This is an optimization exercise on Yosys and OpenROAD, whose aim is a short achievable clock period and few clock cycles, not a production implementation. Function was checked by simulation only, so behaviour that the tests miss may differ from the original. Power is estimated from default activity; no workload was simulated.

==> design/flow/design.v <==
module pc_adder(a,b,c);
  input [31:0]a,b;
  output [31:0]c;
  assign c=a+b;
endmodule
module ALU(A,B,Result,ALUControl,OverFlow,Carry,Zero,Negative);
    input [31:0]A,B;
    input [2:0]ALUControl;
    output Carry,OverFlow,Zero,Negative;
    output [31:0]Result;
    wire Cout;
    wire [31:0]Sum;
    assign {Cout,Sum} = (ALUControl[0] == 1'b0) ? A + B :
                                          (A + ((~B)+1)) ;
    assign Result = (ALUControl == 3'b000) ? Sum :
                    (ALUControl == 3'b001) ? Sum :
                    (ALUControl == 3'b010) ? A & B :
                    (ALUControl == 3'b011) ? A | B :
                    (ALUControl == 3'b101) ? {{31{1'b0}},(Sum[31])} : {32{1'b0}};
    assign OverFlow = ((Sum[31] ^ A[31]) & 
                      (~(ALUControl[0] ^ B[31] ^ A[31])) &
                      (~ALUControl[1]));
    assign Carry = ((~ALUControl[1]) & Cout);
    assign Zero = &(~Result);
    assign Negative = Result[31];
endmodule
module alu_decoder (ALUOp,op,ALUControl,Funct3,Funct7);
  input [6:0] op,Funct7;
  input [1:0]ALUOp;
  input [2:0]Funct3;
  output [2:0] ALUControl;
  wire [1:0] concat;
  assign concat = {op[5],Funct7[5]};
  assign ALUControl = 
     (ALUOp == 2'b00) ? 3'b000:
     (ALUOp == 2'b01) ? 3'b001:
    ((ALUOp == 2'b10) & (Funct3 == 3'b010)) ? 3'b101 :
    ((ALUOp == 2'b10) & (Funct3 == 3'b110)) ? 3'b011 :
    ((ALUOp == 2'b10) & (Funct3 == 3'b111)) ? 3'b010 :
    ((ALUOp == 2'b10) & (Funct3 == 3'b000) & (concat == 2'b11)) ? 3'b001 :
    ((ALUOp == 2'b10) & (Funct3 == 3'b000) & (concat != 2'b11)) ? 3'b000 :3'b000;
    endmodule
module and_gate (a,b,c);
  input a,b;
  output c;
  assign c = a & b;
endmodule
module Main_Decoder(op,RegWrite,ImmSrc,ALUSrc,MemWrite,ResultSrc,Branch,ALUOp,PCSrc,Zero);
  input Zero;
  input [6:0]op;
    output RegWrite,ALUSrc,MemWrite,ResultSrc,Branch,PCSrc;
    output [1:0]ImmSrc,ALUOp;
  assign RegWrite = ((op == 7'b0000011) | (op  == 7'b0110011)) |(op == 7'b0010011) ? 1'b1 : 1'b0 ;
 assign MemWrite = (op == 7'b0100011) ? 1'b1 : 1'b0 ;
  assign ALUSrc = ((op == 7'b0000011) | (op  == 7'b0100011) | (op  == 7'b0010011)) ? 1'b1 : 1'b0 ;
 assign Branch = (op == 7'b1100011) ? 1'b1 : 1'b0 ;
 assign ResultSrc = (op == 7'b0000011) ? 1'b1 : 1'b0 ;
  assign ImmSrc = (op == 7'b0100011) ? 2'b01 : (op == 7'b1100011) ? 2'b10 : (op == 7'b0000011) | (op == 7'b0010011) ? 2'b00 :2'b00 ;
  assign ALUOp = (op == 7'b0110011) | (op == 7'b0010011) ? 2'b10 : (op == 7'b1100011) ? 2'b01 : 2'b00;
  assign  PCSrc = Zero & Branch;
  endmodule
module control_unit(op,RegWrite,ImmSrc,ALUSrc,MemWrite,ResultSrc,Branch,PCSrc,Zero,ALUControl,Funct3,Funct7);
  input [6:0]op,Funct7;
                    input Zero;
  input [2:0]Funct3;
    output RegWrite,ALUSrc,MemWrite,ResultSrc,Branch,PCSrc;
    output [1:0]ImmSrc;
    output [2:0]ALUControl;
 wire [1:0]ALUOp;
 Main_Decoder main_dec(.op(op)
             ,.RegWrite(RegWrite)
             ,.ImmSrc(ImmSrc)
             ,.ALUSrc(ALUSrc)
             ,.MemWrite(MemWrite)
             ,.ResultSrc(ResultSrc)
             ,.Branch(Branch)
             ,.ALUOp(ALUOp)
             ,.PCSrc(PCSrc)
             ,.Zero(Zero));
alu_decoder alu_dec (.ALUOp(ALUOp)
             ,.op(op)
             ,.ALUControl(ALUControl)
             ,.Funct3(Funct3)
             ,.Funct7(Funct7));                    
endmodule
module MUX (a,b,c,s);
  input [31:0]a,b;
  input s;
  output [31:0]c;
  assign c = (~s) ? a : b;
endmodule
module Program_Counter(clk,reset,pc_next,pc_out);
  input clk,reset;
  input [31:0] pc_next;
  output reg [31:0] pc_out;
  always @(posedge clk) begin
    if(reset) begin
      pc_out<=32'b0;
    end
    else begin
    pc_out<=pc_next;
    end
  end
endmodule
module register_file(clk,reset,A1,A2,A3,WD3,WE3,RD1,RD2);
  input [4:0] A1,A2,A3;
  input clk,reset,WE3;
  input [31:0] WD3;
  output [31:0] RD1,RD2;
  reg [31:0] Reg [31:0];
  always@(posedge clk) begin
    if(WE3 && (A3 != 5'd0)) begin
        Reg[A3] <= WD3;
      end
  end
  assign RD1 = (reset || (A1 == 5'd0)) ? 32'b0 : Reg[A1];
  assign RD2 = (reset || (A2 == 5'd0)) ? 32'b0 : Reg[A2];
endmodule
module sign_extend(in,out,ImmSrc);
  input [31:0] in;
  input [1:0] ImmSrc;
  output [31:0] out;
  assign out = (ImmSrc == 2'b00 ) ? {{20{in[31]}},in[31:20]} :( ImmSrc == 2'b01) ? {{20{in[31]}},in[31:25],in[11:7]}: 
    (ImmSrc == 2'b10) ? {{20{in[31]}},in[7],in[30:25],in[11:8],1'b0} :
    ({20{in[31:0]}});
endmodule
module top(clk,reset,imem_addr,imem_rdata,dmem_addr,dmem_wdata,dmem_we,dmem_rdata);
  input clk,reset;
  output [31:0] imem_addr;
  input [31:0] imem_rdata;
  output [31:0] dmem_addr;
  output [31:0] dmem_wdata;
  output dmem_we;
  input [31:0] dmem_rdata;
  localparam NBTB = 4;
  localparam BTBW = 2;                     
  function [31:0] ks_add;
    input [31:0] x, y;
    input cin;
    reg [31:0] p, g, pp, gg, ng, np;
    integer i, l, d;
    begin
      p = x ^ y;
      g = x & y;
      gg = g;
      gg[0] = g[0] | (p[0] & cin);
      pp = p;
      for (l = 0; l < 5; l = l + 1) begin
        d = 1 << l;
        ng = gg; np = pp;
        for (i = 0; i < 32; i = i + 1)
          if (i >= d) begin
            ng[i] = gg[i] | (pp[i] & gg[i-d]);
            np[i] = pp[i] & pp[i-d];
          end
        gg = ng; pp = np;
      end
      ks_add = p ^ {gg[30:0], cin};
    end
  endfunction
  reg [31:0] pc_f;
  reg        x_valid, x_pred;
  reg [31:0] x_ir, x_imm, x_pc, x_pc4;
  reg [31:0] x_ralo, x_rahi, x_rblo, x_rbhi;   
  reg [31:0] x_sa, x_sb;                       
  reg        x_isr, x_isi, x_islw, x_issw, x_isbr, x_rseq, x_rdnz;
  reg [4:0]  x_sel;                        
  reg        x_ap, x_am, x_aw, x_az, x_alo, x_ahi, x_as;
  reg        x_bp, x_bm, x_bw, x_bz, x_blo, x_bhi, x_bs;
  reg        x_om, x_ow, x_oz, x_olo, x_ohi, x_os, x_oi;
  reg        m_rw, m_load, m_we, m_late, m_pa, m_pb;
  reg [4:0]  m_sel;
  reg [4:0]  m_rd;
  reg [31:0] m_res, m_wdata, m_a, m_b;
  reg        w_rw;
  reg [4:0]  w_rd;
  reg [31:0] w_val;
  reg [31:0] z_val;
  reg [31:0] rf [1:31];
  reg [NBTB-1:0] btb_v;
  reg [31:0] btb_pc  [0:NBTB-1];
  reg [31:0] btb_tgt [0:NBTB-1];
  reg [BTBW-1:0] btb_ptr;
  reg        bi_ins, bi_rm;                
  reg [BTBW-1:0] bi_idx;
  reg [31:0] bi_pc, bi_tgt;
  assign imem_addr  = pc_f;
  assign dmem_addr  = m_res;
  assign dmem_wdata = m_wdata;
  assign dmem_we    = m_we;
  wire [4:0] rs1 = x_ir[19:15];
  wire [4:0] rs2 = x_ir[24:20];
  wire [4:0] rd  = x_ir[11:7];
  wire pm1 = x_ap;
  wire pm2 = x_bp;
  wire [31:0] a   = ({32{x_am}} & m_res) | ({32{x_aw}} & w_val) | ({32{x_az}} & z_val) |
                    ({32{x_alo}} & x_ralo) | ({32{x_ahi}} & x_rahi) | ({32{x_as}} & x_sa);
  wire [31:0] b   = ({32{x_bm}} & m_res) | ({32{x_bw}} & w_val) | ({32{x_bz}} & z_val) |
                    ({32{x_blo}} & x_rblo) | ({32{x_bhi}} & x_rbhi) | ({32{x_bs}} & x_sb);
  wire [31:0] opb = ({32{x_om}} & m_res) | ({32{x_ow}} & w_val) | ({32{x_oz}} & z_val) |
                    ({32{x_olo}} & x_rblo) | ({32{x_ohi}} & x_rbhi) | ({32{x_os}} & x_sb) |
                    ({32{x_oi}} & x_imm);
  wire late  = x_valid & (x_isr | x_isi) & (pm1 | (x_isr & pm2));
  wire stall = x_valid & (((x_islw | x_issw) & pm1) |
                          (x_isbr & (pm1 | pm2) & ~x_rseq));
  wire go    = x_valid & ~stall;
  wire [31:0] sum_add = ks_add(a, opb, 1'b0);
  wire [31:0] sum_sub = ks_add(a, ~opb, 1'b1);
  wire [31:0] res = ({32{x_sel[0]}} & sum_add) | ({32{x_sel[1]}} & sum_sub) |
                    {31'd0, x_sel[2] & sum_sub[31]} |
                    ({32{x_sel[3]}} & (a | opb)) | ({32{x_sel[4]}} & (a & opb));
  wire taken    = x_isbr & (a == b);
  wire redirect = go & (taken ^ x_pred);
  wire [31:0] x_btgt = ks_add(x_pc, {{20{x_ir[31]}}, x_ir[7], x_ir[30:25], x_ir[11:8], 1'b0}, 1'b0);
  wire [31:0] redir_pc = taken ? x_btgt : x_pc4;
  wire [31:0] la = m_pa ? w_val : m_a;
  wire [31:0] lb = m_pb ? w_val : m_b;
  wire [31:0] lsum_add = ks_add(la, lb, 1'b0);
  wire [31:0] lsum_sub = ks_add(la, ~lb, 1'b1);
  wire [31:0] lres = ({32{m_sel[0]}} & lsum_add) | ({32{m_sel[1]}} & lsum_sub) |
                     {31'd0, m_sel[2] & lsum_sub[31]} |
                     ({32{m_sel[3]}} & (la | lb)) | ({32{m_sel[4]}} & (la & lb));
  wire [31:0] fi = imem_rdata;
  wire [6:0]  fop = fi[6:0];
  wire [2:0]  ff3 = fi[14:12];
  wire [4:0]  frs1 = fi[19:15];
  wire [4:0]  frs2 = fi[24:20];
  wire f_isr  = (fop == 7'b0110011);
  wire f_isi  = (fop == 7'b0010011);
  wire f_islw = (fop == 7'b0000011);
  wire f_issw = (fop == 7'b0100011);
  wire f_isbr = (fop == 7'b1100011);
  wire f_alu  = f_isr | f_isi;
  wire [4:0] f_sel;
  assign f_sel[2] = f_alu & (ff3 == 3'b010);
  assign f_sel[3] = f_alu & (ff3 == 3'b110);
  assign f_sel[4] = f_alu & (ff3 == 3'b111);
  assign f_sel[1] = f_isr & (ff3 == 3'b000) & fi[30];
  assign f_sel[0] = ~(f_sel[1] | f_sel[2] | f_sel[3] | f_sel[4]);
  wire [31:0] f_imm = f_issw ? {{20{fi[31]}}, fi[31:25], fi[11:7]}
                             : {{20{fi[31]}}, fi[31:20]};
  function [31:0] rdlo(input [3:0] ad);
    rdlo = (ad == 4'd0) ? 32'd0 : rf[{1'b0, ad}];
  endfunction
  function [31:0] rdhi(input [3:0] ad);
    rdhi = rf[{1'b1, ad}];
  endfunction
  wire nm_rw   = go & (x_isr | x_isi | x_islw) & x_rdnz;
  wire nm_pend = x_islw | late;
  wire nm1 = nm_rw & (rd == frs1);
  wire nm2 = nm_rw & (rd == frs2);
  wire nw1 = m_rw & (m_rd == frs1);
  wire nw2 = m_rw & (m_rd == frs2);
  wire nz1 = w_rw & (w_rd == frs1);
  wire nz2 = w_rw & (w_rd == frs2);
  wire nr1 = ~nm1 & ~nw1 & ~nz1;
  wire nr2 = ~nm2 & ~nw2 & ~nz2;
  wire hw1 = m_rw & (m_rd == rs1);
  wire hw2 = m_rw & (m_rd == rs2);
  wire [31:0] f_pc4  = pc_f + 32'd4;
  reg hit;
  reg [31:0] hit_tgt;
  integer k;
  always @* begin
    hit = 1'b0; hit_tgt = 32'd0;
    for (k = 0; k < NBTB; k = k + 1)
      if (btb_v[k] && btb_pc[k] == pc_f) begin hit = 1'b1; hit_tgt = btb_tgt[k]; end
  end
  wire f_pred = hit;
  wire [31:0] f_next = hit ? hit_tgt : f_pc4;
  reg xhit;
  reg [BTBW-1:0] xidx;
  always @* begin
    xhit = 1'b0; xidx = 0;
    for (k = 0; k < NBTB; k = k + 1)
      if (btb_v[k] && btb_pc[k] == x_pc) begin xhit = 1'b1; xidx = k; end
  end
  wire btb_ins = go & x_isbr & taken & ~xhit & ~x_pred;
  always @(posedge clk) begin
    if (reset) begin
      pc_f <= 32'd0;
      x_valid <= 1'b0; x_pred <= 1'b0;
      m_rw <= 1'b0; m_load <= 1'b0; m_we <= 1'b0; m_late <= 1'b0;
      w_rw <= 1'b0;
      btb_v <= 0; btb_ptr <= 0;
      bi_ins <= 1'b0; bi_rm <= 1'b0;
    end else begin
      if (redirect) begin
        pc_f <= redir_pc;
        x_valid <= 1'b0; x_pred <= 1'b0;
      end else if (!stall) begin
        pc_f <= f_next;
        x_valid <= 1'b1; x_pred <= f_pred;
      end
      m_rw   <= nm_rw;
      m_load <= go & x_islw;
      m_we   <= go & x_issw;
      m_late <= late;
      w_rw   <= m_rw;
      bi_ins <= btb_ins;
      bi_rm  <= go & x_isbr & ~taken & xhit;
      if (bi_ins) begin
        btb_v[btb_ptr] <= 1'b1;
        btb_ptr <= btb_ptr + 1'b1;
      end else if (bi_rm) begin
        btb_v[bi_idx] <= 1'b0;
      end
    end
    if (stall) begin
      x_sa <= a; x_sb <= b;
      x_ap <= 1'b0; x_am <= 1'b0; x_aw <= hw1; x_az <= 1'b0;
      x_alo <= 1'b0; x_ahi <= 1'b0; x_as <= ~hw1;
      x_bp <= 1'b0; x_bm <= 1'b0; x_bw <= hw2; x_bz <= 1'b0;
      x_blo <= 1'b0; x_bhi <= 1'b0; x_bs <= ~hw2;
      x_om <= 1'b0; x_ow <= x_isr & hw2; x_oz <= 1'b0;
      x_olo <= 1'b0; x_ohi <= 1'b0; x_os <= x_isr & ~hw2; x_oi <= ~x_isr;
    end else begin
      x_ir <= fi; x_pc <= pc_f; x_pc4 <= f_pc4;
      x_ralo <= rdlo(frs1[3:0]); x_rahi <= rdhi(frs1[3:0]);
      x_rblo <= rdlo(frs2[3:0]); x_rbhi <= rdhi(frs2[3:0]);
      x_imm <= f_imm;
      x_isr <= f_isr; x_isi <= f_isi; x_islw <= f_islw; x_issw <= f_issw; x_isbr <= f_isbr;
      x_rseq <= (frs1 == frs2); x_rdnz <= (fi[11:7] != 5'd0);
      x_sel <= f_sel;
      x_ap <= nm1 & nm_pend; x_am <= nm1 & ~nm_pend;
      x_aw <= ~nm1 & nw1;    x_az <= ~nm1 & ~nw1 & nz1;
      x_alo <= nr1 & ~frs1[4]; x_ahi <= nr1 & frs1[4]; x_as <= 1'b0;
      x_bp <= nm2 & nm_pend; x_bm <= nm2 & ~nm_pend;
      x_bw <= ~nm2 & nw2;    x_bz <= ~nm2 & ~nw2 & nz2;
      x_blo <= nr2 & ~frs2[4]; x_bhi <= nr2 & frs2[4]; x_bs <= 1'b0;
      x_om <= f_isr & nm2 & ~nm_pend; x_ow <= f_isr & ~nm2 & nw2;
      x_oz <= f_isr & ~nm2 & ~nw2 & nz2;
      x_olo <= f_isr & nr2 & ~frs2[4]; x_ohi <= f_isr & nr2 & frs2[4];
      x_os <= 1'b0; x_oi <= ~f_isr;
    end
    m_rd <= rd; m_res <= res;
    m_wdata <= pm2 ? (m_load ? dmem_rdata : lres) : b;
    m_a <= a; m_b <= opb; m_pa <= pm1; m_pb <= x_isr & pm2; m_sel <= x_sel;
    w_rd <= m_rd;
    w_val <= m_late ? lres : m_load ? dmem_rdata : m_res;
    z_val <= w_val;
    bi_idx <= xidx; bi_pc <= x_pc; bi_tgt <= x_btgt;
    if (bi_ins) begin
      btb_pc[btb_ptr] <= bi_pc;
      btb_tgt[btb_ptr] <= bi_tgt;
    end
    if (w_rw) rf[w_rd] <= w_val;
  end
endmodule
==> design/flow/flow/run.sh <==
#!/bin/bash
set -uo pipefail
bash standard.sh SETUP_SLACK_MARGIN=8.6 finish > flow_standard.log 2>&1
==> design/flow/standard.sh <==
#!/bin/bash
# synth_recipe.tcl (not shown) runs the flow's synth.tcl, then flattens the netlist and writes it again
# the make line also repeats each setting of config.mk as NAME=value (left out here)
make -C /OpenROAD-flow-scripts/flow DESIGN_CONFIG=/design/flow/config.mk WORK_HOME=/design/flow/orfs CLKGATE_MAP_FILE= SYNTH_SCRIPT=/design/flow/synth_recipe.tcl "${@:-finish}"
==> design/flow/config.mk <==
export PLATFORM = sky130hd
export DESIGN_NAME = top
export DESIGN_NICKNAME = top
export VERILOG_FILES = /design/flow/design.v
export SDC_FILE = /design/flow/constraint.sdc
export NUM_CORES = 4
export LEC_CHECK = 0
export ABC_CLOCK_PERIOD_IN_PS = 3000
export CAP_MARGIN = 20
export CORE_MARGIN = 2
export CORE_UTILIZATION = 40
export SLEW_MARGIN = 20
==> design/flow/constraint.sdc <==
create_clock -name core_clock -period 12.0 [get_ports {clk}]
set_input_delay 2.4000 -clock core_clock [delete_from_list [all_inputs] [get_ports {clk}]]
set_output_delay 2.4000 -clock core_clock [all_outputs]
set_load 0.01 [all_outputs]
==> run_results.csv, run 1 <==
group,metric,value,unit
cts,cts-hold-fix-buffers,0,
finish,nets,7431,
die,io_pins,163,
sta,tns,0,ns
power,power,17100,µW
global_routing,grt_usage,29.0,%
power,p_seq_share,46.5,%
flow_run,cap_violations,0,
sta,final.min_clock_period,4.05,ns
critical_path,worst_path_largest_cell_delay,0.53,ns
sta,hold_violations,0,
finish,layout_common_cells,"edfxtp_1, mux4_2, buf_4",
routing,route.detailed.drc,0,
critical_path,worstSetupPathType,"reg2reg",
sta,min_period_over_period,33.7,%
critical_path,crit_path_top_delay_cell,"dfxtp_4",
finish,regMostFlops,"rf",
cts,htree_levels,4,
routing,drt_iter0_markers,9172,
placement,dp_hpwl,202,mm
cts,clk_latency,0.90,ns
die,dieArea,232000,µm²
logic_synthesis,synth_ff_type,"edfxtp_1",
sta,finalClockSkew,0.101,ns
power,swShare,28.2,%
routing,routed_wl,350,mm
sta,max_slew_margin,21.9,%
cts,cts_sinks,1879,
routing,vias,66100,
logic_synthesis,yosysSeqAreaShare,58.2,%
logic_synthesis,ys_ff_latch,1879,
finish,n_fill_cell,19000,
routing,wire_per_inst,33.9,µm
sta,drv_slew,0,
logic_synthesis,synth_fp_nets,6866,
die,die_y,481,µm
die,dieWidth,481,µm
status,outcome,"complete, no violations",
power,p_sw,4840,µW
critical_path,path_cells,"mux2i_4, buf_6, buf_6, ha_4, inv_2, fa_2, nor2b_4, o311a_4, o211ai_1, buf_4, a2111oi_4, nor2_4, o21ba_4, or3_4, nand3_4, xnor2_2, a221oi_2, buf_4, a21oi_2",
global_routing,antenna_found_initial,19,
finish,largestRegisters,"rf x992, btb_pc x128, btb_tgt x124",
sta,max_freq,247,MHz
worst_hold_path,hold_path.class,"reg2reg",
power,ir_worst_vdd,148,µV
placement,gp_congestion,0.938,
critical_path,critPathMaxFanout,11,
logic_synthesis,synth_area_per_cell,13.9,µm²
routing,via_per_inst,6.40,
critical_path,cp.required,12.65,ns
critical_path,worstSetupStartpointType,"flop",
logic_synthesis,async_reset_ff_share,0,%
die,core,227000,µm²
finish,fin_area,114000,µm²
sta,rsz0062_at_grt,"true",
power,clockPowerShare,37.0,%
die,initial_utilization,40.2,%
die,fp-row-count,175,
sta,tightest_slew,1.17,ns
logic_synthesis,yosysWarnings,1,
placement,post_dp_cell_area,96900,µm²
sta,setup_viol,0,
critical_path,end_kind,"flop",
routing,postRouteAntennaNets,0,
cts,cts_tree,"yes",
routing,firstDrtPassIters,9,
cts,root_buffer,"clkbuf_16",
finish,layout_commonest_cell,"edfxtp_1",
global_routing,grt_pass1_wl,480,mm
global_routing,grt_start_max_net_pins,67,
global_routing,grt_overflow,0,
critical_path,critical_path_arrival,4.70,ns
power,power.density,150,nW/µm²
finish,syn2layout_area_growth,24.9,%
placement,dp_cells,9447,
cts,clk_pin_slew_worst_paths,0.06,ns
logic_synthesis,synth_cells,6566,
cts,cts_buffer_depth,3,
logic_synthesis,synth_edf_count,1537,
logic_synthesis,ys_types,88,
power,power_frac_comb,16.5,%
power,p_leak,0.0401,µW
logic_synthesis,synth_area,91100,µm²
finish,largest_reg_flops,992,
global_routing,grt_pass1_vias,63300,
finish,drive_gt1_share,30.3,%
placement,io_buffers,162,
cts,cts_made_buffers,198,
power,p_int,12300,µW
finish,layout.cells.non_filler,10300,
==> Yosys cell counts (47+ instances only) <==
| cell | count | share of area [%] |
|---|---|---|
| mux2i_1 | 280 | 3.1 |
| ha_1 | 229 | 3.1 |
| a221o_1 | 61 | 0.67 |
| nor3_1 | 47 | 0.26 |
| xnor2_1 | 206 | 2.0 |
| nand2b_1 | 107 | 0.73 |
| clkbuf_1 | 338 | 1.4 |
| nor4_1 | 64 | 0.44 |
| mux4_2 | 438 | 11 |
| inv_1 | 227 | 0.94 |
| o22ai_1 | 64 | 0.44 |
| o211ai_1 | 91 | 0.75 |
| nand3_1 | 140 | 0.77 |
| a21oi_1 | 312 | 1.7 |
| nand4_1 | 81 | 0.56 |
| buf_1 | 79 | 0.33 |
| o21ai_0 | 160 | 0.88 |
| edfxtp_1 | 1537 | 51 |
| dfxtp_1 | 342 | 7.5 |
| a221oi_1 | 97 | 0.93 |
| nand2_1 | 240 | 0.99 |
| xor2_1 | 199 | 1.9 |
| nor2_1 | 334 | 1.4 |
| a22oi_1 | 283 | 2.3 |
| mux2_2 | 54 | 0.67 |
==> timing repair <==
item,in CTS,in global routing
setup buffers,308,125
gates cloned,45,15
pin swaps,184,176
gates resized for setup,1326,272
endpoints found under the setup margin,532,423
==> power by group through the flow <==
stage               clock (µW)  sequential (µW)  combinational [µW]
global placement             0             8140                1790
CTS                       6370             7930                2560
global route              6630             7960                2940
floorplan                    0             7920                1110
finish                    6330             7960                2830
detailed placement           0             8150                1800
==> final timing paths <==
path | start | to | slack (ns) | cells past startpoint
hold / removal | x_ap | m_pa | 0.37 | 0
hold reg to reg | x_ap | m_pa | 0.37 | 0
setup reg to reg | w_val[0] | m_wdata[26] | 7.95 | 19
setup / recovery | w_val[0] | m_wdata[26] | 7.95 | 19
==> layer usage <==
metal	vias to the layer above	track usage [%]	share of wire, %
li1	27000	-	-
met3	658	7.74	13
met2	4364	44.0	44
met1	34000	40.2	39
met5	-	0	0.0026
met4	2	10.2	4.0
==> critical path, delay by kind of cell (launching register included) <==
kind	cells	cell delay, ns
adder cells (fa/ha/maj)	2	0.39
buffers and inverters	5	0.64
multiplexers	1	0.14
flip-flops	1	0.53
XOR/XNOR	1	0.07
AO/OA/AOI/OAI	6	1.32
AND/OR/NAND/NOR	4	0.71
==> through the flow <==
stage	hold slack, ns	utilization [%]	setup WS [ns]
3_5_place_dp	0.363	42.7	6.14
5_1_grt	0.379	50.2	7.87
4_1_cts	0.372	49.0	7.95
6_report	0.370	50.2	7.95
3_3_place_gp	0.355	42.7	6.16
2_1_floorplan	0.346	-	7.97
==> layout make-up <==
| cell class | instances | area (µm²) | share of cell area, % |
|---|---|---|---|
| timing repair buffer | 805 | 9570 | 8.41 |
| sequential | 1879 | 53300 | 46.9 |
| tap | 3009 | 3760 | 3.31 |
| clock buffer | 270 | 5460 | 4.80 |
| antenna | 8 | 20.0 | 0.0176 |
| inverter | 233 | 892 | 0.784 |
| multi-input combinational | 4014 | 39500 | 34.7 |
| clock inverter | 102 | 1250 | 1.10 |
==> logic make-up after synthesis <==
kind of cell	count (synthesis)	share of synthesized area, %
compound gates	1412	10.8
xor+xnor	405	3.89
fa+ha+maj	234	3.25
buf+inv	676	2.83
flops	1879	58.2
mux	772	14.6
simple gates	1188	6.46
Testbench counts, summed over its fixed seeds: cycles 159,247.
==> run 2, diff against run 1 <==
--- a/design/flow/design.v
+++ b/design/flow/design.v
@@ -135,28 +135,4 @@
   localparam NBTB = 4;
   localparam BTBW = 2;                     
-  function [31:0] ks_add;
-    input [31:0] x, y;
-    input cin;
-    reg [31:0] p, g, pp, gg, ng, np;
-    integer i, l, d;
-    begin
-      p = x ^ y;
-      g = x & y;
-      gg = g;
-      gg[0] = g[0] | (p[0] & cin);
-      pp = p;
-      for (l = 0; l < 5; l = l + 1) begin
-        d = 1 << l;
-        ng = gg; np = pp;
-        for (i = 0; i < 32; i = i + 1)
-          if (i >= d) begin
-            ng[i] = gg[i] | (pp[i] & gg[i-d]);
-            np[i] = pp[i] & pp[i-d];
-          end
-        gg = ng; pp = np;
-      end
-      ks_add = p ^ {gg[30:0], cin};
-    end
-  endfunction
   reg [31:0] pc_f;
   reg        x_valid, x_pred;
@@ -205,20 +181,14 @@
                           (x_isbr & (pm1 | pm2) & ~x_rseq));
   wire go    = x_valid & ~stall;
-  wire [31:0] sum_add = ks_add(a, opb, 1'b0);
-  wire [31:0] sum_sub = ks_add(a, ~opb, 1'b1);
-  wire [31:0] res = ({32{x_sel[0]}} & sum_add) | ({32{x_sel[1]}} & sum_sub) |
-                    {31'd0, x_sel[2] & sum_sub[31]} |
-                    ({32{x_sel[3]}} & (a | opb)) | ({32{x_sel[4]}} & (a & opb));
+  wire [31:0] res;
+  rv_alu alu_x (.a(a), .b(opb), .sel(x_sel), .res(res));
   wire taken    = x_isbr & (a == b);
   wire redirect = go & (taken ^ x_pred);
-  wire [31:0] x_btgt = ks_add(x_pc, {{20{x_ir[31]}}, x_ir[7], x_ir[30:25], x_ir[11:8], 1'b0}, 1'b0);
+  wire [31:0] x_btgt = x_pc + {{20{x_ir[31]}}, x_ir[7], x_ir[30:25], x_ir[11:8], 1'b0};
   wire [31:0] redir_pc = taken ? x_btgt : x_pc4;
   wire [31:0] la = m_pa ? w_val : m_a;
   wire [31:0] lb = m_pb ? w_val : m_b;
-  wire [31:0] lsum_add = ks_add(la, lb, 1'b0);
-  wire [31:0] lsum_sub = ks_add(la, ~lb, 1'b1);
-  wire [31:0] lres = ({32{m_sel[0]}} & lsum_add) | ({32{m_sel[1]}} & lsum_sub) |
-                     {31'd0, m_sel[2] & lsum_sub[31]} |
-                     ({32{m_sel[3]}} & (la | lb)) | ({32{m_sel[4]}} & (la & lb));
+  wire [31:0] lres;
+  rv_alu alu_m (.a(la), .b(lb), .sel(m_sel), .res(lres));
   wire [31:0] fi = imem_rdata;
   wire [6:0]  fop = fi[6:0];
@@ -348,2 +318,36 @@
   end
 endmodule
+module rv_alu(a, b, sel, res);
+  input  [31:0] a, b;
+  input  [4:0]  sel;
+  output [31:0] res;
+  function [31:0] ks_add;
+    input [31:0] x, y;
+    input cin;
+    reg [31:0] p, g, pp, gg, ng, np;
+    integer i, l, d;
+    begin
+      p = x ^ y;
+      g = x & y;
+      gg = g;
+      gg[0] = g[0] | (p[0] & cin);
+      pp = p;
+      for (l = 0; l < 5; l = l + 1) begin
+        d = 1 << l;
+        ng = gg; np = pp;
+        for (i = 0; i < 32; i = i + 1)
+          if (i >= d) begin
+            ng[i] = gg[i] | (pp[i] & gg[i-d]);
+            np[i] = pp[i] & pp[i-d];
+          end
+        gg = ng; pp = np;
+      end
+      ks_add = p ^ {gg[30:0], cin};
+    end
+  endfunction
+  wire [31:0] sum_add = ks_add(a, b, 1'b0);
+  wire [31:0] sum_sub = ks_add(a, ~b, 1'b1);
+  assign res = ({32{sel[0]}} & sum_add) | ({32{sel[1]}} & sum_sub) |
+               {31'd0, sel[2] & sum_sub[31]} |
+               ({32{sel[3]}} & (a | b)) | ({32{sel[4]}} & (a & b));
+endmodule
--- a/design/flow/config.mk
+++ b/design/flow/config.mk
@@ -11,2 +11,3 @@
 export CORE_UTILIZATION = 40
 export SLEW_MARGIN = 20
+export SYNTH_HIERARCHICAL = 1
==> run 2 against run 1 <==
Against the previous run:
- design area is 2.2% higher
- still clean
- clock skew increased by 0.036 ns
- clock power up 3%
- largest cell class unchanged
==> run_results.csv, run 2 <==
group,metric,value,unit
status,outcome,"complete, no violations",
placement,io_buffers,162,
logic_synthesis,synthAdderAreaFrac,3.20,%
die,dieArea,235000,µm²
sta,hold_violations,0,
sta,tightest_slew,1.19,ns
finish,nets,7574,
critical_path,cp.required,9.60,ns
global_routing,grt_pass1_wl,506,mm
cts,cts-hold-fix-buffers,0,
routing,drt_iter0_markers,9995,
logic_synthesis,ys_ff_latch,1879,
finish,layout_common_cells,"edfxtp_1, mux4_2, buf_4",
cts,htree_levels,4,
cts,cts_tree,"yes",
logic_synthesis,synth_area,92600,µm²
die,io_pins,163,
logic_synthesis,ys_types,100,
cts,clk_latency,0.91,ns
logic_synthesis,synth_most_common_cell,"edfxtp_1",
power,p_leak,0.0404,µW
sta,max_slew_margin,21.0,%
global_routing,antenna_found_initial,22,
logic_synthesis,yosys.area.top_type_share,49.9,%
logic_synthesis,synthTopCellsByArea,"edfxtp_1, mux4_2, dfxtp_1",
die,initial_utilization,40.2,%
cts,clk_pin_slew_worst_paths,0.07,ns
routing,firstDrtPassIters,9,
critical_path,end_kind,"output port",
finish,largestRegisters,"rf x992, btb_pc x128, btb_tgt x124",
sta,final.min_clock_period,3.89,ns
cts,cts_buffer_depth,3,
sta,finalClockSkew,0.137,ns
cts,cts_made_buffers,196,
cts,root_buffer,"clkbuf_16",
global_routing,grt_usage,30.2,%
routing,route.detailed.drc,0,
routing,vias,68000,
sta,min_period_over_period,32.4,%
die,die_y,485,µm
logic_synthesis,yosysWarnings,8,
routing,postRouteAntennaNets,0,
flow_run,cap_violations,0,
logic_synthesis,synth_xor_area_share,3.96,%
logic_synthesis,synth_cells,6688,
logic_synthesis,synth_top_family_by_area,"multiplexers",
global_routing,grt_start_max_net_pins,67,
placement,gp_congestion,0.952,
logic_synthesis,synth_edf_count,1537,
logic_synthesis,async_reset_ff_share,0,%
critical_path,critPathMaxFanout,2,
critical_path,critical_path_arrival,1.49,ns
die,core,230000,µm²
critical_path,worstSetupPathType,"reg2out",
routing,wire_per_inst,35.4,µm
cts,cts_sinks,1879,
sta,rsz0062_at_grt,"true",
logic_synthesis,synthMuxAreaShare,14.4,%
power,power.density,153,nW/µm²
logic_synthesis,synthSimpleGateAreaFrac,6.88,%
logic_synthesis,yosysSeqAreaShare,57.3,%
critical_path,path_cells,"buf_12, buf_6",
critical_path,worst_path_largest_cell_delay,0.35,ns
logic_synthesis,synth_area_per_cell,13.8,µm²
finish,regMostFlops,"rf",
logic_synthesis,synth-compound-area-share,11.2,%
die,dieWidth,485,µm
critical_path,worstSetupStartpointType,"flop",
routing,via_per_inst,6.48,
logic_synthesis,synth_ff_type,"edfxtp_1",
die,fp-row-count,176,
placement,dp_hpwl,213,mm
logic_synthesis,synth_fp_nets,6988,
sta,max_freq,257,MHz
logic_synthesis,netlist_top_cells_count,"edfxtp_1, mux4_2, dfxtp_1, nor2_1, clkbuf_1",
routing,routed_wl,371,mm
worst_hold_path,hold_path.class,"reg2reg",
global_routing,grt_overflow,0,
sta,setup_viol,0,
finish,drive_gt1_share,33.0,%
sta,tns,0,ns
finish,syn2layout_area_growth,25.7,%
sta,drv_slew,0,
finish,layout_commonest_cell,"edfxtp_1",
finish,largest_reg_flops,992,
power,power,17800,µW
power,ir_worst_vdd,150,µV
global_routing,grt_pass1_vias,65400,
logic_synthesis,synth_top_cell_by_area,"edfxtp_1",
critical_path,crit_path_top_delay_cell,"dfxtp_4",
-- run 2: changes by cell type after synthesis, sizes merged, moves of 16 or more --
cell	previous run	this run
xor2	199	171
nand2b	107	86
nand3	140	156
mux2	54	104
xnor2	206	247
mux2i	280	200
a21oi	312	295
nand2	241	284
a22o	2	23
buf	105	162
o211ai	91	113
and3	23	46
clkbuf	338	308
a221o	61	45
-- run 2: kinds of logic after synthesis --
kind of cell,count (synthesis)
compound gates,1445
fa+ha+maj,234
simple gates,1263
xor+xnor,418
flops,1879
buf+inv,693
mux,756
-- run 2: path summary, 6_finish.rpt --
check / depth (start not counted) / slack, ns / endpoint / startpoint
max reg2reg: 17 / 8.13 / m_wdata[27] / m_pa
min: 0 / 0.43 / btb_tgt[2][14] / bi_tgt[14]
max: 2 / 8.11 / imem_addr[9] / pc_f[9]
min reg2reg: 0 / 0.43 / btb_tgt[2][14] / bi_tgt[14]
-- run 2: through the flow --
stage	cell area (µm²)	util [%]	setup slack, ns	hold slack, ns	cells
finish	116000	50.6	8.11	0.434	10500
CTS	114000	49.4	8.08	0.431	10300
global placement	98100	42.6	5.99	0.445	9552
global route	116000	50.6	8.04	0.436	10500
detailed placement	98100	42.6	5.98	0.452	9552
floorplan	94200	-	7.90	0.346	6688
-- run 2: timing repair --
item                                    4_1_cts  5_1_grt
pin swaps                                   201      162
setup buffers                               367      119
gates cloned                                 48       16
gates resized for setup                    1466      271
endpoints found under the setup margin      604      273
endpoints found under the hold margin         0        0
-- run 2: layout make-up --
class	count	area [µm²]
Inverter	223	878
Sequential cell	1879	53400
Timing Repair Buffer	847	9940
Clock inverter	137	1770
Tap cell	3026	3790
Multi-Input combinational cell	4127	41500
Antenna cell	8	20.0
Fill cell	19000	114000
Clock buffer	235	5110
-- run 2: power breakdown --
part           switching (µW)  total [µW]  internal (µW)  leakage, µW
Clock                    2780        6490           3710      0.00330
Sequential                483        8050           7560       0.0172
Combinational            1950        3310           1360       0.0200
-- run 2: per-module statistics from Yosys (local to each module, per instance) --
module / times used / cells / area, µm²
top: 1 / 5232 / 82800
rv_alu: 2 / 728 / 4860
-- run 2: critical path, delay by kind of cell (launching register included) --
family / cells / cell delay, ns
buffers and inverters: 2 / 0.24
DFF: 1 / 0.35
-- run 2: per-layer routing --
layer | up-vias | routed length (µm) | track usage (%)
li1 | 27700 | - | -
met1 | 35100 | 142000 | 40.8
met2 | 4467 | 166000 | 46.5
met3 | 732 | 46500 | 8.29
met4 | 2 | 16800 | 11.4
met5 | - | 16 | 0
Testbench counts of run 2, summed over its fixed seeds: cycles 159,247.
==> run 3, diff against run 2 <==
--- a/design/flow/design.v
+++ b/design/flow/design.v
@@ -237,6 +237,11 @@
       if (btb_v[k] && btb_pc[k] == pc_f) begin hit = 1'b1; hit_tgt = btb_tgt[k]; end
   end
-  wire f_pred = hit;
-  wire [31:0] f_next = hit ? hit_tgt : f_pc4;
+  wire [31:0] f_early = redirect ? redir_pc : stall ? pc_f : hit ? hit_tgt : f_pc4;
+  wire        f_block = redirect | stall | hit;
+  wire [31:0] f_next;
+  wire        f_spred;
+  rv_fnext fnext (.pc(pc_f), .ir(fi), .early(f_early), .block(f_block),
+                  .next(f_next), .spred(f_spred));
+  wire f_pred = hit | f_spred;
   reg xhit;
   reg [BTBW-1:0] xidx;
@@ -256,9 +261,8 @@
       bi_ins <= 1'b0; bi_rm <= 1'b0;
     end else begin
+      pc_f <= f_next;
       if (redirect) begin
-        pc_f <= redir_pc;
         x_valid <= 1'b0; x_pred <= 1'b0;
       end else if (!stall) begin
-        pc_f <= f_next;
         x_valid <= 1'b1; x_pred <= f_pred;
       end
@@ -352,2 +356,17 @@
                ({32{sel[3]}} & (a | b)) | ({32{sel[4]}} & (a & b));
 endmodule
+module rv_fnext(pc, ir, early, block, next, spred);
+  input  [31:0] pc, ir, early;
+  input         block;
+  output [31:0] next;
+  output        spred;
+  wire [12:0] immb = {ir[31], ir[7], ir[30:25], ir[11:8], 1'b0};
+  wire        near = (&immb[12:7]) | ~(|immb[12:7]);
+  assign spred = (ir[6:0] == 7'b1100011) & ((ir[19:15] == ir[24:20]) | ir[31]) & near;
+  wire [7:0]  lo   = {1'b0, pc[6:0]} + {1'b0, immb[6:0]};
+  wire [24:0] hi   = pc[31:7];
+  wire [24:0] hip1 = hi + 25'd1;
+  wire [24:0] him1 = hi - 25'd1;
+  wire [24:0] hsel = ir[31] ? (lo[7] ? hi : him1) : (lo[7] ? hip1 : hi);
+  assign next = (spred & ~block) ? {hsel, lo[6:0]} : early;
+endmodule
==> run 3 against run 2 <==
Against the previous run:
- non-clock buffer count increased by 171
- global-route usage increased by 0.46 points
- clock skew decreased by 0.012 ns
- first-iteration DRC count increased by 11%
- cell count increased by 6.2%
- worst setup slack got worse by 0.18 ns
- sequential power about the same
- clock-buffer cell count increased by 20
- register-to-register slack got worse by 0.20 ns
- critical path type is now reg2reg
==> run_results.csv, run 3 <==
group,metric,value,unit
logic_synthesis,synth_ff_type,"edfxtp_1",
finish,layout_commonest_cell,"edfxtp_1",
sta,drv_slew,0,
logic_synthesis,yosysSeqAreaShare,55.8,%
routing,vias,73300,
sta,finalClockSkew,0.125,ns
logic_synthesis,synth_area_per_cell,13.4,µm²
logic_synthesis,yosys.area.top_type_share,48.6,%
sta,hold_violations,0,
global_routing,grt_pass1_wl,531,mm
cts,cts_sinks,1879,
critical_path,critical_path_arrival,4.85,ns
critical_path,worstSetupPathType,"reg2reg",
logic_synthesis,synth_fp_nets,7384,
sta,max_freq,246,MHz
placement,dp_hpwl,216,mm
sta,setup_viol,0,
logic_synthesis,synth_cells,7075,
routing,route.detailed.drc,0,
logic_synthesis,synth_area,95000,µm²
critical_path,cp.required,12.78,ns
routing,firstDrtPassIters,10,
finish,regMostFlops,"rf",
cts,htree_levels,4,
global_routing,antenna_found_initial,33,
logic_synthesis,synth_xor_area_share,4.19,%
cts,cts-hold-fix-buffers,0,
finish,drive_gt1_share,33.9,%
critical_path,critPathMaxFanout,12,
die,dieArea,241000,µm²
flow_run,cap_violations,0,
worst_hold_path,hold_path.class,"reg2reg",
finish,largestRegisters,"rf x992, btb_pc x128, btb_tgt x124",
cts,cts_made_buffers,202,
logic_synthesis,synth_most_common_cell,"edfxtp_1",
die,fp-row-count,178,
cts,cts_buffer_depth,3,
routing,routed_wl,390,mm
placement,io_buffers,162,
logic_synthesis,async_reset_ff_share,0,%
logic_synthesis,synth_top_cell_by_area,"edfxtp_1",
cts,clk_pin_slew_worst_paths,0.07,ns
sta,tns,0,ns
routing,via_per_inst,6.58,
cts,root_buffer,"clkbuf_16",
power,ir_worst_vdd,146,µV
placement,gp_congestion,0.958,
die,core,236000,µm²
logic_synthesis,synth-compound-area-share,11.9,%
cts,cts_tree,"yes",
routing,postRouteAntennaNets,0,
die,die_y,491,µm
routing,drt_iter0_markers,11100,
cts,clk_latency,0.91,ns
global_routing,grt_pass1_vias,69900,
global_routing,grt_usage,30.7,%
logic_synthesis,netlist_top_cells_count,"edfxtp_1, mux4_2, dfxtp_1, clkbuf_1",
finish,nets,8107,
power,power.density,147,nW/µm²
critical_path,end_kind,"flop",
logic_synthesis,synth_top_family_by_area,"multiplexers",
logic_synthesis,yosysWarnings,8,
finish,fin_area,122000,µm²
logic_synthesis,synth_edf_count,1537,
finish,largest_reg_flops,992,
logic_synthesis,synthMuxAreaShare,14.0,%
logic_synthesis,synthSimpleGateAreaFrac,7.60,%
logic_synthesis,synthTopCellsByArea,"edfxtp_1, mux4_2, dfxtp_1",
power,p_leak,0.0429,µW
sta,final.min_clock_period,4.07,ns
sta,rsz0062_at_grt,"true",
die,io_pins,163,
finish,layout_common_cells,"edfxtp_1, buf_4, mux4_2",
global_routing,grt_overflow,0,
finish,syn2layout_area_growth,28.0,%
status,outcome,"complete, no violations",
power,power,17900,µW
logic_synthesis,ys_ff_latch,1879,
die,dieWidth,491,µm
die,initial_utilization,40.3,%
sta,tightest_slew,1.34,ns
routing,wire_per_inst,35.0,µm
sta,min_period_over_period,33.9,%
logic_synthesis,synthAdderAreaFrac,3.25,%
placement,post_dp_cell_area,101000,µm²
logic_synthesis,ys_types,108,
sta,max_slew_margin,10.3,%
global_routing,grt_start_max_net_pins,77,
critical_path,worstSetupStartpointType,"flop",
run 3: cell count changes in the layout (fill, tap and decap cells not counted), sizes merged, moves of 23 or more:
cell    change
nand3      +35
a221o      +34
mux4       -24
xor2       -28
buf       +164
nand4      +27
nor2b      +35
clkbuf     +26
o21ai      +56
xnor2      +64
inv        +23
run 3: cell families (layout without fill, tap and decap cells):
kind of cell | after synthesis | after routing
XOR/XNOR | 454 | 454
flip-flops | 1879 | 1879
AO/OA/AOI/OAI | 1582 | 1582
buffers and inverters | 744 | 1642
adder cells (fa/ha/maj) | 243 | 243
multiplexers | 776 | 776
other | 0 | 12
AND/OR/NAND/NOR | 1397 | 1399
run 3: path summary, 6_finish.rpt:
check	from	endpoint	slack, ns	depth (start not counted)
max	x_am	pc_f[21]	7.93	18
min	x_ap	m_pa	0.40	0
max reg2reg	x_am	pc_f[21]	7.93	18
min reg2reg	x_ap	m_pa	0.40	0
run 3: repair_timing:
| item | in CTS | in global routing |
|---|---|---|
| resized for setup | 1596 | 337 |
| setup endpoints to repair | 495 | 335 |
| buffers inserted | 470 | 139 |
| pin swaps | 235 | 188 |
| cloned | 65 | 19 |
run 3: critical path, cell delays in order (launching register included):
cell	delay, ns
dfxtp_4	0.40
buf_12	0.14
buf_16	0.15
a22oi_1	0.23
nand3_2	0.13
xor2_1	0.55
nor4_2	0.06
nand4_1	0.14
buf_6	0.15
nor3_4	0.06
buf_12	0.13
buf_4	0.13
buf_4	0.18
nor2_4	0.43
a22oi_1	0.17
o211ai_1	0.54
nand2_1	0.13
o21ai_1	0.11
nor2b_1	0.16
run 3: final cells by class:
class	instances	area (µm²)
flip-flops and latches	1879	53400
repair buffers	1018	12300
diodes	12	30.0
multi-input cells	4454	43900
clock inverters	126	1660
inverters	243	966
fillers	19400	114000
clock buffers	255	5440
well taps	3150	3940
run 3: power by group:
group,internal (µW),switching [µW]
logic,1350,1910
registers,7560,460
clock network,3830,2820
total,12700,5200
run 3: per-stage QoR:
stage / utilization (%) / worst slack [ns] / hold WS (ns) / instances
2_1_floorplan: - / 7.78 / 0.346 / 7075
3_3_place_gp: 42.7 / 5.93 / 0.380 / 10100
3_5_place_dp: 42.7 / 5.93 / 0.391 / 10100
4_1_cts: 50.3 / 8.02 / 0.379 / 11000
5_1_grt: 51.6 / 7.91 / 0.414 / 11100
6_report: 51.6 / 7.93 / 0.400 / 11100
run 3: Yosys stat by module, one instance, submodules excluded:
module    flip-flops and latches  area, µm²  times used
rv_fnext                       0       1730           1
rv_alu                         0       4870           2
top                         1879      83500           1
run 3: per-layer routing:
| layer | routed length [µm] | vias to the layer above | track usage (%) |
|---|---|---|---|
| li1 | - | 29500 | - |
| met1 | 145000 | 37200 | 41.5 |
| met2 | 168000 | 5650 | 45.3 |
| met3 | 59400 | 973 | 10.7 |
| met4 | 17300 | 10 | 11.8 |
| met5 | 126 | - | 0 |
Testbench counts of run 3, summed over its fixed seeds: cycles 155,165.
==> run 4, diff against run 3 <==
--- a/design/flow/design.v
+++ b/design/flow/design.v
@@ -135,5 +135,7 @@
   localparam NBTB = 4;
   localparam BTBW = 2;                     
-  reg [31:0] pc_f;
+  reg [31:0] pc_f;                           
+  reg [31:0] pc_n;                           
+  wire [31:0] pc_i = ~pc_n;
   reg        x_valid, x_pred;
   reg [31:0] x_ir, x_imm, x_pc, x_pc4;
@@ -148,5 +150,5 @@
   reg [4:0]  m_sel;
   reg [4:0]  m_rd;
-  reg [31:0] m_res, m_wdata, m_a, m_b;
+  reg [31:0] m_res, m_addr, m_wdata, m_a, m_b;    
   reg        w_rw;
   reg [4:0]  w_rd;
@@ -162,5 +164,5 @@
   reg [31:0] bi_pc, bi_tgt;
   assign imem_addr  = pc_f;
-  assign dmem_addr  = m_res;
+  assign dmem_addr  = m_addr;
   assign dmem_wdata = m_wdata;
   assign dmem_we    = m_we;
@@ -178,9 +180,9 @@
                     ({32{x_oi}} & x_imm);
   wire late  = x_valid & (x_isr | x_isi) & (pm1 | (x_isr & pm2));
-  wire stall = x_valid & (((x_islw | x_issw) & pm1) |
+  wire stall = x_valid & (((x_islw | x_issw) & pm1) | (x_issw & pm2 & m_late) |
                           (x_isbr & (pm1 | pm2) & ~x_rseq));
   wire go    = x_valid & ~stall;
-  wire [31:0] res;
-  rv_alu alu_x (.a(a), .b(opb), .sel(x_sel), .res(res));
+  wire [31:0] res, sum;
+  rv_alu alu_x (.a(a), .b(opb), .sel(x_sel), .res(res), .sum(sum));
   wire taken    = x_isbr & (a == b);
   wire redirect = go & (taken ^ x_pred);
@@ -190,5 +192,5 @@
   wire [31:0] lb = m_pb ? w_val : m_b;
   wire [31:0] lres;
-  rv_alu alu_m (.a(la), .b(lb), .sel(m_sel), .res(lres));
+  rv_alu alu_m (.a(la), .b(lb), .sel(m_sel), .res(lres), .sum());
   wire [31:0] fi = imem_rdata;
   wire [6:0]  fop = fi[6:0];
@@ -228,5 +230,5 @@
   wire hw1 = m_rw & (m_rd == rs1);
   wire hw2 = m_rw & (m_rd == rs2);
-  wire [31:0] f_pc4  = pc_f + 32'd4;
+  wire [31:0] f_pc4  = pc_i + 32'd4;
   reg hit;
   reg [31:0] hit_tgt;
@@ -235,11 +237,11 @@
     hit = 1'b0; hit_tgt = 32'd0;
     for (k = 0; k < NBTB; k = k + 1)
-      if (btb_v[k] && btb_pc[k] == pc_f) begin hit = 1'b1; hit_tgt = btb_tgt[k]; end
+      if (btb_v[k] && btb_pc[k] == pc_i) begin hit = 1'b1; hit_tgt = btb_tgt[k]; end
   end
-  wire [31:0] f_early = redirect ? redir_pc : stall ? pc_f : hit ? hit_tgt : f_pc4;
+  wire [31:0] f_early = redirect ? redir_pc : stall ? pc_i : hit ? hit_tgt : f_pc4;
   wire        f_block = redirect | stall | hit;
   wire [31:0] f_next;
   wire        f_spred;
-  rv_fnext fnext (.pc(pc_f), .ir(fi), .early(f_early), .block(f_block),
+  rv_fnext fnext (.pc(pc_i), .ir(fi), .early(f_early), .block(f_block),
                   .next(f_next), .spred(f_spred));
   wire f_pred = hit | f_spred;
@@ -254,5 +256,5 @@
   always @(posedge clk) begin
     if (reset) begin
-      pc_f <= 32'd0;
+      pc_f <= 32'd0; pc_n <= 32'hffffffff;
       x_valid <= 1'b0; x_pred <= 1'b0;
       m_rw <= 1'b0; m_load <= 1'b0; m_we <= 1'b0; m_late <= 1'b0;
@@ -261,5 +263,5 @@
       bi_ins <= 1'b0; bi_rm <= 1'b0;
     end else begin
-      pc_f <= f_next;
+      pc_f <= f_next; pc_n <= ~f_next;
       if (redirect) begin
         x_valid <= 1'b0; x_pred <= 1'b0;
@@ -290,5 +292,5 @@
       x_olo <= 1'b0; x_ohi <= 1'b0; x_os <= x_isr & ~hw2; x_oi <= ~x_isr;
     end else begin
-      x_ir <= fi; x_pc <= pc_f; x_pc4 <= f_pc4;
+      x_ir <= fi; x_pc <= pc_i; x_pc4 <= f_pc4;
       x_ralo <= rdlo(frs1[3:0]); x_rahi <= rdhi(frs1[3:0]);
       x_rblo <= rdlo(frs2[3:0]); x_rbhi <= rdhi(frs2[3:0]);
@@ -309,5 +311,6 @@
     end
     m_rd <= rd; m_res <= res;
-    m_wdata <= pm2 ? (m_load ? dmem_rdata : lres) : b;
+    m_addr <= sum;
+    m_wdata <= pm2 ? dmem_rdata : b;
     m_a <= a; m_b <= opb; m_pa <= pm1; m_pb <= x_isr & pm2; m_sel <= x_sel;
     w_rd <= m_rd;
@@ -322,8 +325,8 @@
   end
 endmodule
-module rv_alu(a, b, sel, res);
+module rv_alu(a, b, sel, res, sum);
   input  [31:0] a, b;
   input  [4:0]  sel;
-  output [31:0] res;
+  output [31:0] res, sum;
   function [31:0] ks_add;
     input [31:0] x, y;
@@ -352,4 +355,5 @@
   wire [31:0] sum_add = ks_add(a, b, 1'b0);
   wire [31:0] sum_sub = ks_add(a, ~b, 1'b1);
+  assign sum = sum_add;
   assign res = ({32{sel[0]}} & sum_add) | ({32{sel[1]}} & sum_sub) |
                {31'd0, sel[2] & sum_sub[31]} |
==> design/flow/flow/run.sh (replaced) <==
#!/bin/bash
set -uo pipefail
bash standard.sh SETUP_SLACK_MARGIN=8.6 "BUFFER_PORTS_ARGS=-buffer_cell sky130_fd_sc_hd__buf_8" finish > flow_standard.log 2>&1
==> run 4 against run 3 <==
Against the previous run:
- worst setup slack about the same
- maximum frequency about the same
- clock skew increased by 0.0015 ns
- largest power group unchanged
- sequential share of layout area increased by 1.5 points
==> run_results.csv, run 4 <==
group,metric,value,unit
critical_path,crit_path_start,"x_rblo[0]",
critical_path,reg2reg_depth,13,
critical_path,path_cells,"buf_6, a222oi_1, nand3_2, ha_4, fa_2, a21o_1, a221oi_4, o211ai_2, a2111o_1, a31oi_4, o211ai_2, xor2_2, a221o_1",
routing,drt-met1-wl,151,mm
sta,min_period_over_period,33.9,%
power,power,17800,µW
routing,route.detailed.drc,0,
sta,rsz0062_at_grt,"true",
critical_path,r2r_setup_slack,7.93,ns
cts,root_buffer,"clkbuf_16",
die,core,238000,µm²
routing,wl_met3,49.0,mm
placement,dp_hpwl,222,mm
finish,regMostFlops,"rf",
power,clockPowerShare,36.4,%
global_routing,grt_overflow,0,
flow_run,cap_violations,0,
sta,tightest_slew,1.05,ns
finish,layout_common_cells,"edfxtp_1, mux4_2, buf_4",
critical_path,worstSetupPathType,"reg2reg",
critical_path,path_common_cell,"o211ai_2",
placement,gp_congestion,0.944,
worst_hold_path,hold_path.class,"reg2reg",
global_routing,grt_pass1_vias,68100,
die,initial_utilization,40.3,%
critical_path,worst_path_largest_cell_delay,0.47,ns
critical_path,cp_top_family,"compound AO/OA/AOI/OAI gates",
power,p_leak,0.0427,µW
global_routing,grt_usage,29.9,%
power,power.density,148,nW/µm²
sta,max_slew_margin,29.6,%
global_routing,grt_start_max_net_pins,70,
cts,cts-hold-fix-buffers,0,
status,outcome,"complete, no violations",
cts,clk_latency,0.91,ns
finish,drive_gt1_share,33.7,%
finish,largestRegisters,"rf x992, btb_pc x128, btb_tgt x124",
cts,cts_made_buffers,205,
cts,cts_tree,"yes",
placement,place_worst_setup_slack,5.81,ns
routing,via_per_inst,6.48,
sta,setup_viol,0,
sta,hold_ws,0.346,ns
finish,nets,7939,
sta,tns,0,ns
finish,layout_commonest_cell,"edfxtp_1",
sta,max_freq,246,MHz
routing,wire_per_inst,34.6,µm
logic_synthesis,yosysWarnings,8,
power,ir_worst_vdd,168,µV
routing,vias,71200,
power,p_int,12800,µW
sta,hold_violations,0,
critical_path,critical_path_depth,13,
routing,wl_met2,165,mm
critical_path,critPathMaxFanout,3,
routing,firstDrtPassIters,9,
finish,finalCoreUtilization,50.6,%
die,die_y,494,µm
routing,drt_iter0_markers,10400,
worst_hold_path,worst_hold_path.num_cells,0,
finish,syn2layout_area_growth,25.6,%
sta,final.min_clock_period,4.07,ns
logic_synthesis,synth_area_per_cell,13.5,µm²
cts,cts_sinks,1943,
logic_synthesis,synth_cells,7106,
die,fp-row-count,179,
critical_path,crit_path_top_delay_cell,"a2111o_1",
cts,cts_buffer_depth,3,
logic_synthesis,synth_area,95900,µm²
die,dieArea,244000,µm²
critical_path,reg2reg_from,"x_rblo[0]",
critical_path,end_kind,"flop",
global_routing,antenna_found_initial,21,
power,power_frac_comb,17.4,%
logic_synthesis,synth_fp_nets,7415,
sta,drv_slew,0,
global_routing,grt_pass1_wl,520,mm
routing,dr.max_layer_used,"met5",
cts,htree_levels,4,
critical_path,r2r-end,"m_res[30]",
sta,finalClockSkew,0.127,ns
critical_path,cp.required,12.74,ns
power,p_seq_share,46.2,%
critical_path,endpoint,"m_res[30]",
routing,routed_wl,380,mm
sta,fin_ws,7.93,ns
critical_path,worstSetupStartpointType,"flop",
critical_path,critical_path_arrival,4.81,ns
cts,clk_pin_slew_worst_paths,0.07,ns
routing,postRouteAntennaNets,0,
placement,io_buffers,162,
die,io_pins,163,
critical_path,worstPathBufferInverterCount,1,
die,dieWidth,494,µm
power,swShare,28.5,%
finish,largest_reg_flops,992,
power,p_sw,5090,µW
## run 4: how the worst min path moves through the flow
stage,startpoint,to,slack (ns)
6_report,x_ap,m_pa,0.35
2_1_floorplan,x_pc[31],bi_pc[31],0.35
3_3_place_gp,x_ap,m_pa,0.39
3_5_place_dp,x_sel[3],m_sel[3],0.37
5_1_grt,x_ap,m_pa,0.34
4_1_cts,x_ap,m_pa,0.32
## run 4: power by group through the flow
stage	logic (µW)	registers [µW]	clock network [µW]
3_3_place_gp	2160	8390	0
3_5_place_dp	2180	8400	0
4_1_cts	2740	8220	6550
6_report	3100	8240	6500
2_1_floorplan	1230	8250	0
5_1_grt	3230	8250	6810
## run 4: worst register-to-register path: stages (launching register included)
cell and delay, ns:
edfxtp_1 0.37, buf_6 0.16, a222oi_1 0.35, nand3_2 0.27
ha_4 0.26, fa_2 0.35, a21o_1 0.21, a221oi_4 0.32
o211ai_2 0.16, a2111o_1 0.47, a31oi_4 0.26, o211ai_2 0.14
xor2_2 0.18, a221o_1 0.43
## run 4: what timing repair did
action | CTS | global route
resized for setup | 914 | 394
pin swaps | 207 | 229
setup buffers | 266 | 154
cloned | 61 | 17
endpoints found under the setup margin | 613 | 330
## run 4: per-layer routing
layer  track usage [%]  vias to the layer above
met5                 0                        -
met4              9.96                        2
met3              8.37                      817
met2              44.3                     4774
met1              42.1                    36700
li1                  -                    28900
## run 4: metrics by stage
stage                     std cells  instance area, µm²
after global placement        10100              102000
after detailed placement      10100              102000
after global routing          11000              120000
final                         11000              120000
after floorplan                7106               97600
after CTS                     10800              117000
## run 4: cell type report
cell class              count  area [µm²]
flip-flops and latches   1943       54600
repair inverters            1        7.51
well taps                3167        3960
inverters                 317        1230
multi-input cells        4376       43700
clock buffers             263        5580
repair buffers            786       10000
fillers                 19900      118000
diodes                      7        17.5
clock inverters           124        1320
Testbench counts of run 4, summed over its fixed seeds: cycles 155,317.
==> run 5, diff against run 4 <==
--- a/design/flow/design.v
+++ b/design/flow/design.v
@@ -239,11 +239,6 @@
       if (btb_v[k] && btb_pc[k] == pc_i) begin hit = 1'b1; hit_tgt = btb_tgt[k]; end
   end
-  wire [31:0] f_early = redirect ? redir_pc : stall ? pc_i : hit ? hit_tgt : f_pc4;
-  wire        f_block = redirect | stall | hit;
-  wire [31:0] f_next;
-  wire        f_spred;
-  rv_fnext fnext (.pc(pc_i), .ir(fi), .early(f_early), .block(f_block),
-                  .next(f_next), .spred(f_spred));
-  wire f_pred = hit | f_spred;
+  wire f_pred = hit;
+  wire [31:0] f_next = hit ? hit_tgt : f_pc4;
   reg xhit;
   reg [BTBW-1:0] xidx;
@@ -263,8 +258,9 @@
       bi_ins <= 1'b0; bi_rm <= 1'b0;
     end else begin
-      pc_f <= f_next; pc_n <= ~f_next;
       if (redirect) begin
+        pc_f <= redir_pc; pc_n <= ~redir_pc;
         x_valid <= 1'b0; x_pred <= 1'b0;
       end else if (!stall) begin
+        pc_f <= f_next; pc_n <= ~f_next;
         x_valid <= 1'b1; x_pred <= f_pred;
       end
@@ -360,17 +356,2 @@
                ({32{sel[3]}} & (a | b)) | ({32{sel[4]}} & (a & b));
 endmodule
-module rv_fnext(pc, ir, early, block, next, spred);
-  input  [31:0] pc, ir, early;
-  input         block;
-  output [31:0] next;
-  output        spred;
-  wire [12:0] immb = {ir[31], ir[7], ir[30:25], ir[11:8], 1'b0};
-  wire        near = (&immb[12:7]) | ~(|immb[12:7]);
-  assign spred = (ir[6:0] == 7'b1100011) & ((ir[19:15] == ir[24:20]) | ir[31]) & near;
-  wire [7:0]  lo   = {1'b0, pc[6:0]} + {1'b0, immb[6:0]};
-  wire [24:0] hi   = pc[31:7];
-  wire [24:0] hip1 = hi + 25'd1;
-  wire [24:0] him1 = hi - 25'd1;
-  wire [24:0] hsel = ir[31] ? (lo[7] ? hi : him1) : (lo[7] ? hip1 : hi);
-  assign next = (spred & ~block) ? {hsel, lo[6:0]} : early;
-endmodule
==> design/flow/flow/run.sh (replaced) <==
#!/bin/bash
set -uo pipefail
bash standard.sh SETUP_SLACK_MARGIN=8.6 finish > flow_standard.log 2>&1
==> run 5 against run 4 <==
Against the previous run:
- clock power is 1% lower
- power is 0.95% lower
- highest routed layer unchanged
- still clean
- sequential power is 1% lower
- utilization is 0.10 points lower
- design area is 1.5% lower
- hold slack better by 0.042 ns
- first-iteration DRC count is 9.1% lower
- maximum frequency is 7.3% higher
- global-route usage is 0.67 points lower
- cell count is 2.1% lower
==> run_results.csv, run 5 <==
group,metric,value,unit
routing,postRouteAntennaNets,0,
routing,route.detailed.drc,0,
sta,tns,0,ns
cts,clk_latency,0.89,ns
global_routing,grt_pass1_wl,499,mm
die,dieWidth,490,µm
critical_path,end_kind,"output port",
finish,layout.cells.non_filler,10800,
critical_path,cp.required,9.60,ns
global_routing,antenna_found_initial,23,
global_routing,gr-usage-met1,39.7,%
finish,syn2layout_area_growth,25.6,%
finish,largestRegisters,"rf x992, btb_pc x128, btb_tgt x124",
finish,layout_common_cells,"edfxtp_1, buf_4, mux4_2",
cts,htree_levels,4,
placement,gp_congestion,0.946,
cts,clk_pin_slew_worst_paths,0.07,ns
placement,io_buffers,162,
cts,cts-hold-fix-buffers,0,
power,power,17700,µW
sta,final.min_clock_period,3.79,ns
routing,drt_iter0_markers,9464,
sta,max_slew_margin,19.2,%
flow_run,cap_violations,0,
critical_path,path_cells,"buf_6",
die,core,235000,µm²
global_routing,grt_pass1_vias,65600,
finish,nets,7735,
cts,cts_sinks,1943,
cts,cts_made_buffers,202,
power,power.density,149,nW/µm²
critical_path,worstPathBufferInverterCount,1,
worst_hold_path,hold_path.class,"reg2reg",
sta,setup_viol,0,
finish,layout_commonest_cell,"edfxtp_1",
die,initial_utilization,40.2,%
logic_synthesis,synth_area_per_cell,13.9,µm²
sta,hold_violations,0,
sta,tightest_slew,1.21,ns
die,die_y,490,µm
sta,finalClockSkew,0.111,ns
global_routing,grt_start_max_net_pins,66,
cts,cts_tree,"yes",
power,p_leak,0.0417,µW
sta,rsz0062_at_grt,"true",
critical_path,cp_top_family,"flip-flops",
routing,vias,69200,
placement,dp_hpwl,216,mm
routing,routed_wl,363,mm
global_routing,met3_usage,7.29,%
critical_path,worstSetupStartpointType,"flop",
sta,min_period_over_period,31.6,%
cts,cts_buffer_depth,3,
finish,finalCoreUtilization,50.5,%
logic_synthesis,synth_cells,6812,
routing,wire_per_inst,33.8,µm
power,ir_worst_vdd,162,µV
global_routing,use_met2,45.1,%
cts,root_buffer,"clkbuf_16",
die,io_pins,163,
routing,firstDrtPassIters,9,
routing,via_per_inst,6.43,
status,outcome,"complete, no violations",
sta,max_freq,264,MHz
finish,regMostFlops,"rf",
critical_path,crit_path_top_delay_cell,"dfxtp_4",
logic_synthesis,yosysWarnings,8,
placement,dp_cells,9837,
critical_path,critical_path_arrival,1.39,ns
global_routing,busiest_layer,"met2",
die,fp-row-count,178,
logic_synthesis,synth_fp_nets,7112,
critical_path,worstSetupPathType,"reg2out",
finish,drive_gt1_share,34.1,%
global_routing,grt_usage,29.2,%
finish,largest_reg_flops,992,
critical_path,worst_path_largest_cell_delay,0.39,ns
critical_path,critPathMaxFanout,2,
logic_synthesis,synth_area,94400,µm²
die,dieArea,240000,µm²
global_routing,grt_overflow,0,
critical_path,r2r_setup_slack,8.25,ns
sta,drv_slew,0,
==> run 5: what timing repair did <==
item / in CTS / in global routing
pin swaps: 212 / 220
setup endpoints to repair: 532 / 362
cloned: 47 / 13
resized for setup: 1431 / 440
setup buffers: 296 / 188
==> run 5: power by group <==
part | leakage [µW] | internal [µW] | switching, µW
Clock | 0.00332 | 3630 | 2800
Combinational | 0.0207 | 1260 | 1860
Sequential | 0.0176 | 7810 | 322
==> run 5: per-stage QoR <==
stage          setup slack [ns]  hold WS (ns)  cell area (µm²)
2_1_floorplan              7.82         0.329            95800
3_3_place_gp               5.91         0.362           100000
3_5_place_dp               5.89         0.367           100000
4_1_cts                    8.15         0.384           115000
5_1_grt                    8.14         0.405           119000
6_report                   8.21         0.388           119000
==> run 5: worst paths after layout <==
kind / startpoint / end / cells past startpoint
worst max-delay path: pc_f[30] / imem_addr[30] / 1
worst min-delay path: x_sel[3] / m_sel[3] / 0
worst max register to register: x_rbhi[0] / m_res[22] / 18
worst min register to register: x_sel[3] / m_sel[3] / 0
==> run 5: metal layers <==
layer | wire (µm) | vias up
li1 | - | 28200
met1 | 140000 | 35600
met2 | 163000 | 4580
met3 | 43800 | 844
met4 | 16200 | 14
met5 | 96 | -
==> run 5: cell type report <==
class	count	area [µm²]
Antenna cell	3	7.51
Clock buffer	261	5500
Clock inverter	112	1300
Fill cell	19500	116000
Inverter	271	1110
Multi-Input combinational cell	4151	42300
Sequential cell	1943	54500
Tap cell	3150	3940
Timing Repair Buffer	866	9930
Testbench counts of run 5, summed over its fixed seeds: cycles 159,399.

==> separate check: timing with driven ports <==
The results above use ideal ports. As a check the final layouts listed here were re-extracted and re-timed, cells and wires unchanged.
Step 1 sets driving cells, clkbuf_16 on the clock port and buf_2 on the other inputs (assumed; they add their load-dependent delay and slew).
Step 2, shift: input delay + t, output delay - t, t = (earliest + latest rising clock arrival at the registers) / 2. This alone moves slack from input paths to output paths.
a / b / c = ideal ports / drivers / drivers and shift; a / b = the first two.
| run | t, ns | setup slack, ns | clock arrival spread, ns | slew at the worst register clock pin (ns) | worst slew at a driven data input, ns |
|---|---|---|---|---|---|
| run 1 | 0.930 | 7.954 / 7.954 / 7.332 | 0.102 / 0.103 | 0.07 / 0.07 | 0.40 |
| run 2 | 0.928 | 8.111 / 8.022 / 7.468 | 0.146 / 0.145 | 0.07 / 0.07 | 0.38 |
| run 3 | 0.928 | 7.931 / 7.931 / 7.136 | 0.138 / 0.137 | 0.07 / 0.07 | 0.29 |
| run 4 | 0.954 | 7.931 / 7.931 / 7.073 | 0.132 / 0.132 | 0.07 / 0.07 | 0.48 |
| run 5 | 0.946 | 8.208 / 8.102 / 7.381 | 0.111 / 0.111 | 0.07 / 0.07 | 0.43 |
After both steps setup and hold are still met in every run listed. The setup slack of run 4, which loses most, moves by 0.000 ns with the drivers and by -0.858 ns with both steps.
